From an optimization exercise on the open Yosys and OpenROAD flow, aimed at small area and a short achievable clock period; shortcuts taken in it are not production practice. Where RTL was checked, it was by simulation tests only, not by an equivalence proof against the original. Function not checked in run 2: the RTL went through the layout flow alone. Power figures rest on the tool's default switching activity, not on a simulated workload.

==> flow/design.v, too long to show whole: its modules and the start of the top module <==
// module multiplier_int: 904 lines
// module multiply_accumulate: 63 lines
module multiply_accumulate(
  clk,
  aresetn,
  reset,
  data,
  multi,
  result,
  overflow
);
  // ...
==> flow/flow/run.sh <==
#!/bin/bash
# The standard layout (standard.sh), with these changes to how it is made:
# - synthesis runs flow/synth.tcl: the standard flow's synthesis script, with ABC mapping
#   the logic for delay (flow/abc_delay.script);
# - Yosys does not map full/half adders to the library's fa/ha cells
#   (ADDER_MAP_FILE empty), so ABC maps that logic too;
# - timing repair may resize cells to a different footprint;
# - port buffers are sky130_fd_sc_hd__buf_1, the smallest buffer.
export MY_FLOW_DIR=$PWD/flow
bash standard.sh "SYNTH_SCRIPT=$PWD/flow/synth.tcl" "ADDER_MAP_FILE=" "MATCH_CELL_FOOTPRINT=0" \
  "BUFFER_PORTS_ARGS=-buffer_cell sky130_fd_sc_hd__buf_1" finish > standard.log 2>&1
==> flow/flow/abc_delay.script <==
&get -n
&st
&dch
&nf -D 1500
&put
buffer -c
topo
stime -c
upsize -c -D 1500
dnsize -c -D 1500
==> flow/flow/synth.tcl <==
# The standard flow's synthesis script (synth_recipe.tcl, which runs ORFS's synth.tcl) with
# one change: ABC maps the combinational logic with flow/abc_delay.script, a
# delay-driven script, instead of ORFS's abc_speed.script.  Registers are
# mapped before ABC runs and are not changed by it.
proc abc {args} {
  set i [lsearch -exact $args -script]
  if {$i >= 0} {
    set args [lreplace $args [expr {$i + 1}] [expr {$i + 1}] $::env(MY_FLOW_DIR)/abc_delay.script]
  }
  puts "flow/synth.tcl: abc $args"
  yosys abc {*}$args
}
source $::env(MY_FLOW_DIR)/../synth_recipe.tcl
==> flow/standard.sh <==
#!/bin/bash
# synth_recipe.tcl (not shown) runs the flow's synth.tcl, then flattens the netlist and writes it again
# the make line also repeats each setting of config.mk as NAME=value (left out here)
make -C /OpenROAD-flow-scripts/flow DESIGN_CONFIG=/design/flow/config.mk WORK_HOME=/design/flow/orfs CLKGATE_MAP_FILE= SYNTH_SCRIPT=/design/flow/synth_recipe.tcl "${@:-finish}"
==> flow/config.mk <==
export PLATFORM = sky130hd
export DESIGN_NAME = multiply_accumulate
export DESIGN_NICKNAME = multiply_accumulate
export VERILOG_FILES = /design/flow/design.v
export SDC_FILE = /design/flow/constraint.sdc
export NUM_CORES = 4
export LEC_CHECK = 0
export CAP_MARGIN = 20
export CORE_MARGIN = 2
export CORE_UTILIZATION = 65
export CTS_BUF_LIST = sky130_fd_sc_hd__clkbuf_8
export CTS_CLUSTER_DIAMETER = 60
export CTS_CLUSTER_SIZE = 15
export SETUP_SLACK_MARGIN = 2.5
export SLEW_MARGIN = 20
export TNS_END_PERCENT = 20
==> flow/constraint.sdc <==
create_clock -name core_clock -period 4.5 [get_ports {clk}]
set_input_delay 0.9000 -clock core_clock [delete_from_list [all_inputs] [get_ports {clk}]]
set_output_delay 0.9000 -clock core_clock [all_outputs]
set_load 0.01 [all_outputs]
==> results.sh, run 1 <==
export IMPL_outcome="finished clean"
export IMPL_clock_fmax_ghz=0.399
export IMPL_fin_ws_ns=2.00
export IMPL_cap_viol_max_count=0
export IMPL_hold_buffers=0
export IMPL_postRouteAntennaNets=0
export IMPL_hold_class="reg2reg"
export IMPL_worst_hold_path_endpoint="pd[5][23]"
export IMPL_power_per_cell_area_nw_per_um2=871
export IMPL_path_common_cell="a2111oi_4"
export IMPL_synthAdderAreaFrac=0.0324
export IMPL_worstSetupStartpoint="u0.t3_4_1"
export IMPL_post_route_period_util=0.556
export IMPL_worstSetupPathDepth=8
export IMPL_synth_compound_area_frac=0.110
export IMPL_main_combinational_cell_family_by_area_after_synthesis="XOR/XNOR gates"
export IMPL_postCtsSetupBuffers=120
export IMPL_path_max_fanout=5
export IMPL_crit_path_end_kind="flip-flop"
export IMPL_maxUsedRoutingLayer="met4"
export IMPL_cpLargestDelayFamily="XOR/XNOR gates"
export IMPL_synth_fp_nets=2012
export IMPL_ys_ff_latch=628
export IMPL_final_setup_tns_ns=0
export IMPL_yosysWarningCount=3
export IMPL_worst_r2r_setup_slack_ns=2.00
export IMPL_io_pins=68
export IMPL_static_leakage_power_nw=10.5
export IMPL_number_of_flip_flops_in_the_largest_register=434
export IMPL_cp_slowest_cell="xor3_4"
export IMPL_synth_cells=1977
export IMPL_place_port_buffers=67
export IMPL_criticalPathCategory="reg2reg"
export IMPL_clkLatencyLatePin_ns=0.66
export IMPL_synthFlopType="dfxtp_1"
export IMPL_fp_coreArea_sq_um=34300
export IMPL_dieArea_sq_um=36100
export IMPL_cts_tree="done"
export IMPL_finalWorstPathRequiredPeriod_ns=2.50
export IMPL_synthXorXnorAreaFrac=0.181
export IMPL_m1_gr_usage=0.299
==> run 2, diff against run 1 <==
--- a/flow/design.v
+++ b/flow/design.v
@@ -895,17 +895,247 @@
   assign s219 = t3_27_0 ^ 1'b1 ^ t3_27_2;
   assign c220 = (t3_27_0 & 1'b1) | (t3_27_0 & t3_27_2) | (1'b1 & t3_27_2);
   assign s221 = t3_28_0 ^ t3_28_1 ^ t3_28_2;
   assign c222 = (t3_28_0 & t3_28_1) | (t3_28_0 & t3_28_2) | (t3_28_1 & t3_28_2);
   assign s223 = t3_29_0 ^ 1'b1;
   assign c224 = t3_29_0 & 1'b1;
   wire [31:0] rowA = {1'b1, t3_30_0, s223, s221, s219, s217, s215, s213, s211, s209, s207, s205, s203, s201, s199, s197, s195, s193, s191, s189, s187, s185, s183, s181, s179, s177, s175, s173, s171, s169, t3_1_0, t3_0_0};
   wire [31:0] rowB = {1'b0, c224, c222, c220, c218, c216, c214, c212, c210, c208, c206, c204, c202, c200, c198, c196, c194, c192, c190, c188, c186, c184, c182, c180, c178, c176, c174, c172, c170, t3_2_2, 1'b0, t3_0_1};
-  assign p = rowA + rowB;
+  wire [31:0] cpa_g0 = rowA & rowB;
+  wire [31:0] cpa_p0 = rowA ^ rowB;
+  wire cpa_G1_1 = cpa_g0[1] | (cpa_p0[1] & cpa_g0[0]);
+  wire cpa_G1_2 = cpa_g0[2] | (cpa_p0[2] & cpa_g0[1]);
+  wire cpa_P1_2 = cpa_p0[2] & cpa_p0[1];
+  wire cpa_G1_3 = cpa_g0[3] | (cpa_p0[3] & cpa_g0[2]);
+  wire cpa_P1_3 = cpa_p0[3] & cpa_p0[2];
+  wire cpa_G1_4 = cpa_g0[4] | (cpa_p0[4] & cpa_g0[3]);
+  wire cpa_P1_4 = cpa_p0[4] & cpa_p0[3];
+  wire cpa_G1_5 = cpa_g0[5] | (cpa_p0[5] & cpa_g0[4]);
+  wire cpa_P1_5 = cpa_p0[5] & cpa_p0[4];
+  wire cpa_G1_6 = cpa_g0[6] | (cpa_p0[6] & cpa_g0[5]);
+  wire cpa_P1_6 = cpa_p0[6] & cpa_p0[5];
+  wire cpa_G1_7 = cpa_g0[7] | (cpa_p0[7] & cpa_g0[6]);
+  wire cpa_P1_7 = cpa_p0[7] & cpa_p0[6];
+  wire cpa_G1_8 = cpa_g0[8] | (cpa_p0[8] & cpa_g0[7]);
+  wire cpa_P1_8 = cpa_p0[8] & cpa_p0[7];
+  wire cpa_G1_9 = cpa_g0[9] | (cpa_p0[9] & cpa_g0[8]);
+  wire cpa_P1_9 = cpa_p0[9] & cpa_p0[8];
+  wire cpa_G1_10 = cpa_g0[10] | (cpa_p0[10] & cpa_g0[9]);
+  wire cpa_P1_10 = cpa_p0[10] & cpa_p0[9];
+  wire cpa_G1_11 = cpa_g0[11] | (cpa_p0[11] & cpa_g0[10]);
+  wire cpa_P1_11 = cpa_p0[11] & cpa_p0[10];
+  wire cpa_G1_12 = cpa_g0[12] | (cpa_p0[12] & cpa_g0[11]);
+  wire cpa_P1_12 = cpa_p0[12] & cpa_p0[11];
+  wire cpa_G1_13 = cpa_g0[13] | (cpa_p0[13] & cpa_g0[12]);
+  wire cpa_P1_13 = cpa_p0[13] & cpa_p0[12];
+  wire cpa_G1_14 = cpa_g0[14] | (cpa_p0[14] & cpa_g0[13]);
+  wire cpa_P1_14 = cpa_p0[14] & cpa_p0[13];
+  wire cpa_G1_15 = cpa_g0[15] | (cpa_p0[15] & cpa_g0[14]);
+  wire cpa_P1_15 = cpa_p0[15] & cpa_p0[14];
+  wire cpa_G1_16 = cpa_g0[16] | (cpa_p0[16] & cpa_g0[15]);
+  wire cpa_P1_16 = cpa_p0[16] & cpa_p0[15];
+  wire cpa_G1_17 = cpa_g0[17] | (cpa_p0[17] & cpa_g0[16]);
+  wire cpa_P1_17 = cpa_p0[17] & cpa_p0[16];
+  wire cpa_G1_18 = cpa_g0[18] | (cpa_p0[18] & cpa_g0[17]);
+  wire cpa_P1_18 = cpa_p0[18] & cpa_p0[17];
+  wire cpa_G1_19 = cpa_g0[19] | (cpa_p0[19] & cpa_g0[18]);
+  wire cpa_P1_19 = cpa_p0[19] & cpa_p0[18];
+  wire cpa_G1_20 = cpa_g0[20] | (cpa_p0[20] & cpa_g0[19]);
+  wire cpa_P1_20 = cpa_p0[20] & cpa_p0[19];
+  wire cpa_G1_21 = cpa_g0[21] | (cpa_p0[21] & cpa_g0[20]);
+  wire cpa_P1_21 = cpa_p0[21] & cpa_p0[20];
+  wire cpa_G1_22 = cpa_g0[22] | (cpa_p0[22] & cpa_g0[21]);
+  wire cpa_P1_22 = cpa_p0[22] & cpa_p0[21];
+  wire cpa_G1_23 = cpa_g0[23] | (cpa_p0[23] & cpa_g0[22]);
+  wire cpa_P1_23 = cpa_p0[23] & cpa_p0[22];
+  wire cpa_G1_24 = cpa_g0[24] | (cpa_p0[24] & cpa_g0[23]);
+  wire cpa_P1_24 = cpa_p0[24] & cpa_p0[23];
+  wire cpa_G1_25 = cpa_g0[25] | (cpa_p0[25] & cpa_g0[24]);
+  wire cpa_P1_25 = cpa_p0[25] & cpa_p0[24];
+  wire cpa_G1_26 = cpa_g0[26] | (cpa_p0[26] & cpa_g0[25]);
+  wire cpa_P1_26 = cpa_p0[26] & cpa_p0[25];
+  wire cpa_G1_27 = cpa_g0[27] | (cpa_p0[27] & cpa_g0[26]);
+  wire cpa_P1_27 = cpa_p0[27] & cpa_p0[26];
+  wire cpa_G1_28 = cpa_g0[28] | (cpa_p0[28] & cpa_g0[27]);
+  wire cpa_P1_28 = cpa_p0[28] & cpa_p0[27];
+  wire cpa_G1_29 = cpa_g0[29] | (cpa_p0[29] & cpa_g0[28]);
+  wire cpa_P1_29 = cpa_p0[29] & cpa_p0[28];
+  wire cpa_G1_30 = cpa_g0[30] | (cpa_p0[30] & cpa_g0[29]);
+  wire cpa_P1_30 = cpa_p0[30] & cpa_p0[29];
+  wire cpa_G1_31 = cpa_g0[31] | (cpa_p0[31] & cpa_g0[30]);
+  wire cpa_P1_31 = cpa_p0[31] & cpa_p0[30];
+  wire cpa_G2_2 = cpa_G1_2 | (cpa_P1_2 & cpa_g0[0]);
+  wire cpa_G2_3 = cpa_G1_3 | (cpa_P1_3 & cpa_G1_1);
+  wire cpa_G2_4 = cpa_G1_4 | (cpa_P1_4 & cpa_G1_2);
+  wire cpa_P2_4 = cpa_P1_4 & cpa_P1_2;
+  wire cpa_G2_5 = cpa_G1_5 | (cpa_P1_5 & cpa_G1_3);
+  wire cpa_P2_5 = cpa_P1_5 & cpa_P1_3;
+  wire cpa_G2_6 = cpa_G1_6 | (cpa_P1_6 & cpa_G1_4);
+  wire cpa_P2_6 = cpa_P1_6 & cpa_P1_4;
+  wire cpa_G2_7 = cpa_G1_7 | (cpa_P1_7 & cpa_G1_5);
+  wire cpa_P2_7 = cpa_P1_7 & cpa_P1_5;
+  wire cpa_G2_8 = cpa_G1_8 | (cpa_P1_8 & cpa_G1_6);
+  wire cpa_P2_8 = cpa_P1_8 & cpa_P1_6;
+  wire cpa_G2_9 = cpa_G1_9 | (cpa_P1_9 & cpa_G1_7);
+  wire cpa_P2_9 = cpa_P1_9 & cpa_P1_7;
+  wire cpa_G2_10 = cpa_G1_10 | (cpa_P1_10 & cpa_G1_8);
+  wire cpa_P2_10 = cpa_P1_10 & cpa_P1_8;
+  wire cpa_G2_11 = cpa_G1_11 | (cpa_P1_11 & cpa_G1_9);
+  wire cpa_P2_11 = cpa_P1_11 & cpa_P1_9;
+  wire cpa_G2_12 = cpa_G1_12 | (cpa_P1_12 & cpa_G1_10);
+  wire cpa_P2_12 = cpa_P1_12 & cpa_P1_10;
+  wire cpa_G2_13 = cpa_G1_13 | (cpa_P1_13 & cpa_G1_11);
+  wire cpa_P2_13 = cpa_P1_13 & cpa_P1_11;
+  wire cpa_G2_14 = cpa_G1_14 | (cpa_P1_14 & cpa_G1_12);
+  wire cpa_P2_14 = cpa_P1_14 & cpa_P1_12;
+  wire cpa_G2_15 = cpa_G1_15 | (cpa_P1_15 & cpa_G1_13);
+  wire cpa_P2_15 = cpa_P1_15 & cpa_P1_13;
+  wire cpa_G2_16 = cpa_G1_16 | (cpa_P1_16 & cpa_G1_14);
+  wire cpa_P2_16 = cpa_P1_16 & cpa_P1_14;
+  wire cpa_G2_17 = cpa_G1_17 | (cpa_P1_17 & cpa_G1_15);
+  wire cpa_P2_17 = cpa_P1_17 & cpa_P1_15;
+  wire cpa_G2_18 = cpa_G1_18 | (cpa_P1_18 & cpa_G1_16);
+  wire cpa_P2_18 = cpa_P1_18 & cpa_P1_16;
+  wire cpa_G2_19 = cpa_G1_19 | (cpa_P1_19 & cpa_G1_17);
+  wire cpa_P2_19 = cpa_P1_19 & cpa_P1_17;
+  wire cpa_G2_20 = cpa_G1_20 | (cpa_P1_20 & cpa_G1_18);
+  wire cpa_P2_20 = cpa_P1_20 & cpa_P1_18;
+  wire cpa_G2_21 = cpa_G1_21 | (cpa_P1_21 & cpa_G1_19);
+  wire cpa_P2_21 = cpa_P1_21 & cpa_P1_19;
+  wire cpa_G2_22 = cpa_G1_22 | (cpa_P1_22 & cpa_G1_20);
+  wire cpa_P2_22 = cpa_P1_22 & cpa_P1_20;
+  wire cpa_G2_23 = cpa_G1_23 | (cpa_P1_23 & cpa_G1_21);
+  wire cpa_P2_23 = cpa_P1_23 & cpa_P1_21;
+  wire cpa_G2_24 = cpa_G1_24 | (cpa_P1_24 & cpa_G1_22);
+  wire cpa_P2_24 = cpa_P1_24 & cpa_P1_22;
+  wire cpa_G2_25 = cpa_G1_25 | (cpa_P1_25 & cpa_G1_23);
+  wire cpa_P2_25 = cpa_P1_25 & cpa_P1_23;
+  wire cpa_G2_26 = cpa_G1_26 | (cpa_P1_26 & cpa_G1_24);
+  wire cpa_P2_26 = cpa_P1_26 & cpa_P1_24;
+  wire cpa_G2_27 = cpa_G1_27 | (cpa_P1_27 & cpa_G1_25);
+  wire cpa_P2_27 = cpa_P1_27 & cpa_P1_25;
+  wire cpa_G2_28 = cpa_G1_28 | (cpa_P1_28 & cpa_G1_26);
+  wire cpa_P2_28 = cpa_P1_28 & cpa_P1_26;
+  wire cpa_G2_29 = cpa_G1_29 | (cpa_P1_29 & cpa_G1_27);
+  wire cpa_P2_29 = cpa_P1_29 & cpa_P1_27;
+  wire cpa_G2_30 = cpa_G1_30 | (cpa_P1_30 & cpa_G1_28);
+  wire cpa_P2_30 = cpa_P1_30 & cpa_P1_28;
+  wire cpa_G2_31 = cpa_G1_31 | (cpa_P1_31 & cpa_G1_29);
+  wire cpa_P2_31 = cpa_P1_31 & cpa_P1_29;
+  wire cpa_G3_4 = cpa_G2_4 | (cpa_P2_4 & cpa_g0[0]);
+  wire cpa_G3_5 = cpa_G2_5 | (cpa_P2_5 & cpa_G1_1);
+  wire cpa_G3_6 = cpa_G2_6 | (cpa_P2_6 & cpa_G2_2);
+  wire cpa_G3_7 = cpa_G2_7 | (cpa_P2_7 & cpa_G2_3);
+  wire cpa_G3_8 = cpa_G2_8 | (cpa_P2_8 & cpa_G2_4);
+  wire cpa_P3_8 = cpa_P2_8 & cpa_P2_4;
+  wire cpa_G3_9 = cpa_G2_9 | (cpa_P2_9 & cpa_G2_5);
+  wire cpa_P3_9 = cpa_P2_9 & cpa_P2_5;
+  wire cpa_G3_10 = cpa_G2_10 | (cpa_P2_10 & cpa_G2_6);
+  wire cpa_P3_10 = cpa_P2_10 & cpa_P2_6;
+  wire cpa_G3_11 = cpa_G2_11 | (cpa_P2_11 & cpa_G2_7);
+  wire cpa_P3_11 = cpa_P2_11 & cpa_P2_7;
+  wire cpa_G3_12 = cpa_G2_12 | (cpa_P2_12 & cpa_G2_8);
+  wire cpa_P3_12 = cpa_P2_12 & cpa_P2_8;
+  wire cpa_G3_13 = cpa_G2_13 | (cpa_P2_13 & cpa_G2_9);
+  wire cpa_P3_13 = cpa_P2_13 & cpa_P2_9;
+  wire cpa_G3_14 = cpa_G2_14 | (cpa_P2_14 & cpa_G2_10);
+  wire cpa_P3_14 = cpa_P2_14 & cpa_P2_10;
+  wire cpa_G3_15 = cpa_G2_15 | (cpa_P2_15 & cpa_G2_11);
+  wire cpa_P3_15 = cpa_P2_15 & cpa_P2_11;
+  wire cpa_G3_16 = cpa_G2_16 | (cpa_P2_16 & cpa_G2_12);
+  wire cpa_P3_16 = cpa_P2_16 & cpa_P2_12;
+  wire cpa_G3_17 = cpa_G2_17 | (cpa_P2_17 & cpa_G2_13);
+  wire cpa_P3_17 = cpa_P2_17 & cpa_P2_13;
+  wire cpa_G3_18 = cpa_G2_18 | (cpa_P2_18 & cpa_G2_14);
+  wire cpa_P3_18 = cpa_P2_18 & cpa_P2_14;
+  wire cpa_G3_19 = cpa_G2_19 | (cpa_P2_19 & cpa_G2_15);
+  wire cpa_P3_19 = cpa_P2_19 & cpa_P2_15;
+  wire cpa_G3_20 = cpa_G2_20 | (cpa_P2_20 & cpa_G2_16);
+  wire cpa_P3_20 = cpa_P2_20 & cpa_P2_16;
+  wire cpa_G3_21 = cpa_G2_21 | (cpa_P2_21 & cpa_G2_17);
+  wire cpa_P3_21 = cpa_P2_21 & cpa_P2_17;
+  wire cpa_G3_22 = cpa_G2_22 | (cpa_P2_22 & cpa_G2_18);
+  wire cpa_P3_22 = cpa_P2_22 & cpa_P2_18;
+  wire cpa_G3_23 = cpa_G2_23 | (cpa_P2_23 & cpa_G2_19);
+  wire cpa_P3_23 = cpa_P2_23 & cpa_P2_19;
+  wire cpa_G3_24 = cpa_G2_24 | (cpa_P2_24 & cpa_G2_20);
+  wire cpa_P3_24 = cpa_P2_24 & cpa_P2_20;
+  wire cpa_G3_25 = cpa_G2_25 | (cpa_P2_25 & cpa_G2_21);
+  wire cpa_P3_25 = cpa_P2_25 & cpa_P2_21;
+  wire cpa_G3_26 = cpa_G2_26 | (cpa_P2_26 & cpa_G2_22);
+  wire cpa_P3_26 = cpa_P2_26 & cpa_P2_22;
+  wire cpa_G3_27 = cpa_G2_27 | (cpa_P2_27 & cpa_G2_23);
+  wire cpa_P3_27 = cpa_P2_27 & cpa_P2_23;
+  wire cpa_G3_28 = cpa_G2_28 | (cpa_P2_28 & cpa_G2_24);
+  wire cpa_P3_28 = cpa_P2_28 & cpa_P2_24;
+  wire cpa_G3_29 = cpa_G2_29 | (cpa_P2_29 & cpa_G2_25);
+  wire cpa_P3_29 = cpa_P2_29 & cpa_P2_25;
+  wire cpa_G3_30 = cpa_G2_30 | (cpa_P2_30 & cpa_G2_26);
+  wire cpa_P3_30 = cpa_P2_30 & cpa_P2_26;
+  wire cpa_G3_31 = cpa_G2_31 | (cpa_P2_31 & cpa_G2_27);
+  wire cpa_P3_31 = cpa_P2_31 & cpa_P2_27;
+  wire cpa_G4_8 = cpa_G3_8 | (cpa_P3_8 & cpa_g0[0]);
+  wire cpa_G4_9 = cpa_G3_9 | (cpa_P3_9 & cpa_G1_1);
+  wire cpa_G4_10 = cpa_G3_10 | (cpa_P3_10 & cpa_G2_2);
+  wire cpa_G4_11 = cpa_G3_11 | (cpa_P3_11 & cpa_G2_3);
+  wire cpa_G4_12 = cpa_G3_12 | (cpa_P3_12 & cpa_G3_4);
+  wire cpa_G4_13 = cpa_G3_13 | (cpa_P3_13 & cpa_G3_5);
+  wire cpa_G4_14 = cpa_G3_14 | (cpa_P3_14 & cpa_G3_6);
+  wire cpa_G4_15 = cpa_G3_15 | (cpa_P3_15 & cpa_G3_7);
+  wire cpa_G4_16 = cpa_G3_16 | (cpa_P3_16 & cpa_G3_8);
+  wire cpa_P4_16 = cpa_P3_16 & cpa_P3_8;
+  wire cpa_G4_17 = cpa_G3_17 | (cpa_P3_17 & cpa_G3_9);
+  wire cpa_P4_17 = cpa_P3_17 & cpa_P3_9;
+  wire cpa_G4_18 = cpa_G3_18 | (cpa_P3_18 & cpa_G3_10);
+  wire cpa_P4_18 = cpa_P3_18 & cpa_P3_10;
+  wire cpa_G4_19 = cpa_G3_19 | (cpa_P3_19 & cpa_G3_11);
+  wire cpa_P4_19 = cpa_P3_19 & cpa_P3_11;
+  wire cpa_G4_20 = cpa_G3_20 | (cpa_P3_20 & cpa_G3_12);
+  wire cpa_P4_20 = cpa_P3_20 & cpa_P3_12;
+  wire cpa_G4_21 = cpa_G3_21 | (cpa_P3_21 & cpa_G3_13);
+  wire cpa_P4_21 = cpa_P3_21 & cpa_P3_13;
+  wire cpa_G4_22 = cpa_G3_22 | (cpa_P3_22 & cpa_G3_14);
+  wire cpa_P4_22 = cpa_P3_22 & cpa_P3_14;
+  wire cpa_G4_23 = cpa_G3_23 | (cpa_P3_23 & cpa_G3_15);
+  wire cpa_P4_23 = cpa_P3_23 & cpa_P3_15;
+  wire cpa_G4_24 = cpa_G3_24 | (cpa_P3_24 & cpa_G3_16);
+  wire cpa_P4_24 = cpa_P3_24 & cpa_P3_16;
+  wire cpa_G4_25 = cpa_G3_25 | (cpa_P3_25 & cpa_G3_17);
+  wire cpa_P4_25 = cpa_P3_25 & cpa_P3_17;
+  wire cpa_G4_26 = cpa_G3_26 | (cpa_P3_26 & cpa_G3_18);
+  wire cpa_P4_26 = cpa_P3_26 & cpa_P3_18;
+  wire cpa_G4_27 = cpa_G3_27 | (cpa_P3_27 & cpa_G3_19);
+  wire cpa_P4_27 = cpa_P3_27 & cpa_P3_19;
+  wire cpa_G4_28 = cpa_G3_28 | (cpa_P3_28 & cpa_G3_20);
+  wire cpa_P4_28 = cpa_P3_28 & cpa_P3_20;
+  wire cpa_G4_29 = cpa_G3_29 | (cpa_P3_29 & cpa_G3_21);
+  wire cpa_P4_29 = cpa_P3_29 & cpa_P3_21;
+  wire cpa_G4_30 = cpa_G3_30 | (cpa_P3_30 & cpa_G3_22);
+  wire cpa_P4_30 = cpa_P3_30 & cpa_P3_22;
+  wire cpa_G4_31 = cpa_G3_31 | (cpa_P3_31 & cpa_G3_23);
+  wire cpa_P4_31 = cpa_P3_31 & cpa_P3_23;
+  wire cpa_G5_16 = cpa_G4_16 | (cpa_P4_16 & cpa_g0[0]);
+  wire cpa_G5_17 = cpa_G4_17 | (cpa_P4_17 & cpa_G1_1);
+  wire cpa_G5_18 = cpa_G4_18 | (cpa_P4_18 & cpa_G2_2);
+  wire cpa_G5_19 = cpa_G4_19 | (cpa_P4_19 & cpa_G2_3);
+  wire cpa_G5_20 = cpa_G4_20 | (cpa_P4_20 & cpa_G3_4);
+  wire cpa_G5_21 = cpa_G4_21 | (cpa_P4_21 & cpa_G3_5);
+  wire cpa_G5_22 = cpa_G4_22 | (cpa_P4_22 & cpa_G3_6);
+  wire cpa_G5_23 = cpa_G4_23 | (cpa_P4_23 & cpa_G3_7);
+  wire cpa_G5_24 = cpa_G4_24 | (cpa_P4_24 & cpa_G4_8);
+  wire cpa_G5_25 = cpa_G4_25 | (cpa_P4_25 & cpa_G4_9);
+  wire cpa_G5_26 = cpa_G4_26 | (cpa_P4_26 & cpa_G4_10);
+  wire cpa_G5_27 = cpa_G4_27 | (cpa_P4_27 & cpa_G4_11);
+  wire cpa_G5_28 = cpa_G4_28 | (cpa_P4_28 & cpa_G4_12);
+  wire cpa_G5_29 = cpa_G4_29 | (cpa_P4_29 & cpa_G4_13);
+  wire cpa_G5_30 = cpa_G4_30 | (cpa_P4_30 & cpa_G4_14);
+  wire cpa_G5_31 = cpa_G4_31 | (cpa_P4_31 & cpa_G4_15);
+  wire [31:0] cpa_s = cpa_p0 ^ {cpa_G5_30, cpa_G5_29, cpa_G5_28, cpa_G5_27, cpa_G5_26, cpa_G5_25, cpa_G5_24, cpa_G5_23, cpa_G5_22, cpa_G5_21, cpa_G5_20, cpa_G5_19, cpa_G5_18, cpa_G5_17, cpa_G5_16, cpa_G4_15, cpa_G4_14, cpa_G4_13, cpa_G4_12, cpa_G4_11, cpa_G4_10, cpa_G4_9, cpa_G4_8, cpa_G3_7, cpa_G3_6, cpa_G3_5, cpa_G3_4, cpa_G2_3, cpa_G2_2, cpa_G1_1, cpa_g0[0], 1'b0};
+  assign p = cpa_s;
 endmodule
 module multiply_accumulate(
   clk,
   aresetn,
   reset,
   data,
   multi,
   result,
==> flow/flow/run.sh (replaced) <==
#!/bin/bash
export BUFFER_PORTS_ARGS="-buffer_cell sky130_fd_sc_hd__buf_1"
bash standard.sh > standard.log 2>&1
--- a/flow/config.mk
+++ b/flow/config.mk
@@ -6,11 +6,11 @@
 export NUM_CORES = 4
 export LEC_CHECK = 0
 export CAP_MARGIN = 20
 export CORE_MARGIN = 2
 export CORE_UTILIZATION = 65
 export CTS_BUF_LIST = sky130_fd_sc_hd__clkbuf_8
 export CTS_CLUSTER_DIAMETER = 60
 export CTS_CLUSTER_SIZE = 15
-export SETUP_SLACK_MARGIN = 2.5
+export SETUP_SLACK_MARGIN = 2.2
 export SLEW_MARGIN = 20
-export TNS_END_PERCENT = 20
+export TNS_END_PERCENT = 0
removed: flow/flow/abc_delay.script
removed: flow/flow/synth.tcl
==> results.sh, run 2 <==
export IMPL_synth_fp_nets=1910
export IMPL_cts_buffers_inserted=51
export IMPL_floorplan_die_height_um=186
export IMPL_grt_remaining_overflow=0
export IMPL_rsz0062_at_grt="true"
export IMPL_fp_coreArea_sq_um=32500
export IMPL_drive_gt1_frac=0.0834
export IMPL_number_of_flip_flops_in_the_largest_register=434
export IMPL_outcome="finished clean"
export IMPL_drc_errors=0
export IMPL_yosysMostFrequentCell="dfxtp_1"
export IMPL_postLayoutCellArea_sq_um=23200
export IMPL_dpl_hpwl_mm=23.7
export IMPL_postRouteAntennaNets=0
export IMPL_sinks_on_clock_net=628
export IMPL_clock_fmax_ghz=0.341
export IMPL_synth_yosys_seq_area_share=0.601
export IMPL_critical_path_arrival_ns=3.39
export IMPL_clkLatencyLatePin_ns=0.59
export IMPL_report_power_total_mw=19.3
export IMPL_avgViaCountPerCell=5.28
export IMPL_ir_drop_mv=0.356
export IMPL_cp_slowest_stage_delay_ns=0.78
export IMPL_regToRegStartpoint="u0.a_r[9]"
export IMPL_edff_count_synth=0
export IMPL_total_grt_usage=0.204
export IMPL_area_growth_pct=7.98
export IMPL_cts_max_path_buffers=3
export IMPL_yosys_top_cells_count="dfxtp_1, xnor2_1, a22oi_1"
export IMPL_synth_cells=1704
export IMPL_cap_viol_max_count=0
export IMPL_async_reset_ff_frac=0.111
export IMPL_dr_pass1_iters=7
export IMPL_synthFlopType="dfxtp_1"
export IMPL_htree_levels=2
export IMPL_ys_ff_latch=628
export IMPL_routabilityCongestion=0.900
export IMPL_path_common_cell="fa_1"
export IMPL_static_leakage_power_nw=9.95
export IMPL_finalHoldViolations=0
export IMPL_wl_mm=34.1
export IMPL_placedCellCount=2133
export IMPL_synth_avg_cell_area_sq_um=12.6
export IMPL_crit_path_end_kind="flip-flop"
export IMPL_path_max_fanout=16
export IMPL_power_per_cell_area_nw_per_um2=830
export IMPL_filler_instances=2281
export IMPL_worst_slew_pin_transition_ns=0.838
export IMPL_cts_tree="done"
export IMPL_r2r_end="u0.t3_18_0"
export IMPL_drtIter0Drc=547
export IMPL_final_max_slew_violation_count=0
export IMPL_antenna_cells_inserted=0
export IMPL_dpl_instance_area_sq_um=22100
export IMPL_syn_cell_area_sq_um=21500
export IMPL_met2RoutedLength_mm=17.0
export IMPL_critPathRequiredTime_ns=4.96
export IMPL_post_route_period_util=0.651
export IMPL_reg_largest_list="pd: 434 flops, q: 32 flops, result: 32 flops"
export IMPL_worst_r2r_setup_slack_ns=1.57
export IMPL_synthDominantAreaCellType="dfxtp_1"
export IMPL_dieWidth_um=186
export IMPL_criticalPathCategory="reg2reg"
export IMPL_dieArea_sq_um=34600
export IMPL_place_port_buffers=67
export IMPL_nets=1961
export IMPL_layout_cells_most_common="dfxtp_1"
export IMPL_crit_chain="a22oi_1, xnor2_1, fa_1, inv_1, fa_1, inv_1, fa_1"
export IMPL_post_synth_top_area_share=0.519
export IMPL_synthDistinctLibCells=71
export IMPL_dr_wl_met3_mm=1.87
export IMPL_worstSetupStartpointType="flip-flop"
export IMPL_worst_clock_skew_ns=0.0250
export IMPL_cp_slowest_cell="dfxtp_1"
export IMPL_synth_area_top_cells="dfxtp_1, dfrtp_1, fa_1, xnor2_1, ha_1"
export IMPL_slew_headroom=0.441
export IMPL_finalWorstPathRequiredPeriod_ns=2.93
export IMPL_fp_row_count=66
export IMPL_root_buffer="clkbuf_8"
export IMPL_mostFrequentLayoutCells="dfxtp_1, xnor2_1, a22oi_1, inv_1, fa_1"
export IMPL_routedWlPerCell_um=15.4
export IMPL_report_final_setup_viol=0
export IMPL_wirelength_met1_mm=14.5
export IMPL_rr_worst_depth=7
export IMPL_maxUsedRoutingLayer="met4"
export IMPL_regMostFlops="pd"
export IMPL_routed_via_count=11702
export IMPL_yosysWarningCount=3
export IMPL_final_setup_tns_ns=0
export IMPL_cts_clk_slew_worst_paths_ns=0.09
export IMPL_grt_first_pass_wirelength_mm=56.9
export IMPL_io_pins=68
export IMPL_grt_max_degree=51
export IMPL_first_global_vias=11955
export IMPL_start_util=0.661
export IMPL_finish_cell_count_without_fillers=2216
export IMPL_antenna_found_initial=0
export IMPL_hold_class="in2async"
export IMPL_hold_buffers=0
==> run 2: changes by cell type after synthesis, sizes merged, moves of 62 or more <==
cell	change
fa	+85
ha	+86
inv	+79
maj3	-72
nand2	-107
nor2	-111
o21ai	-62
xnor2	-151
==> run 2: kinds of logic after synthesis <==
group           synth area share
buf+inv                   0.0311
flops                      0.601
compound gates             0.103
fa+ha+maj                  0.129
simple gates              0.0521
mux                      0.00308
xor+xnor                  0.0814
==> run 2: critical path, delay by kind of cell (launching register included) <==
family,cells,cell delay [ns]
adder cells (fa/ha/maj),3,1.51
XOR/XNOR,1,0.19
buffers and inverters,2,0.11
flip-flops,1,0.78
AO/OA/AOI/OAI,1,0.21
==> run 2: how the worst max path moves through the flow <==
stage / from / to / slack [ns] / depth (start not counted)
floorplan: u0.t3_10_0 / pd[0][25] / 1.75 / 10
global placement: result[0] / result[26] / 1.50 / 10
detailed placement: result[0] / result[28] / 1.47 / 10
CTS: u0.t3_10_2 / pd[0][25] / 1.57 / 10
global route: u0.t3_10_0 / pd[0][25] / 1.45 / 10
finish: u0.a_r[9] / u0.t3_18_0 / 1.57 / 7
==> run 2: area by class of cell <==
cell class / count / area [sq um] / share of cell area
clock inverter: 18 / 175 / 0.00754
multi-input combinational: 898 / 8070 / 0.347
tap: 442 / 553 / 0.0238
inverter: 87 / 327 / 0.0141
clock buffer: 54 / 743 / 0.0320
sequential: 628 / 12900 / 0.557
timing repair buffer: 89 / 420 / 0.0181
==> run 2: where the power goes <==
group          switching (mW)  total, mW  internal, mW
Combinational            4.01       7.40          3.39
Sequential              0.817       9.00          8.18
Clock                    1.66       2.90          1.24
Total                    6.49       19.3          12.8
==> run 2: what timing repair did <==
| item | in CTS | in global routing |
|---|---|---|
| pin swaps | 17 | 11 |
| resized for setup | 18 | 21 |
| setup buffers | 7 | 4 |
| setup endpoints to repair | 69 | 77 |
==> run 2: through the flow <==
| stage | setup slack [ns] | hold slack (ns) | utilization |
|---|---|---|---|
| after floorplan | 1.75 | 0.310 | - |
| after global placement | 1.50 | 0.310 | 0.679 |
| after detailed placement | 1.47 | 0.312 | 0.679 |
| after CTS | 1.57 | 0.308 | 0.711 |
| after global routing | 1.45 | 0.320 | 0.714 |
| final | 1.57 | 0.314 | 0.714 |
==> run 2: layer usage <==
| layer | up-vias | global-route usage |
|---|---|---|
| met3 | 64 | 0.0370 |
| li1 | 5767 | - |
| met1 | 5560 | 0.247 |
| met5 | - | 0 |
| met4 | 0 | 0.0639 |
| met2 | 311 | 0.368 |

-- re-timing with driven ports --
The flow's constraints put no driver on any port. The routed layouts listed below were extracted and timed again, unchanged, in two steps. Step 1 assumes that a clkbuf_16 drives the clock port and a buf_2 every other input. Step 2 also shifts input and output timing later by t, the mid clock arrival at the registers, as if the neighbouring blocks saw the same clock. Three values: ideal ports, drivers, drivers and shift; two values: the first two.
| run | t, ns | setup slack, ns | hold slack, ns | worst setup path after step 2 | cell pins on the clock port's net |
|---|---|---|---|---|---|
| run 1 | 0.691 | 1.996 / 1.996 / 1.996 | 0.311 / 0.289 / 0.311 | register to register | 1 |
| run 2 | 0.632 | 1.569 / 1.569 / 1.569 | 0.314 / 0.289 / 0.314 | register to register | 1 |
After both steps every run listed still meets setup and hold.
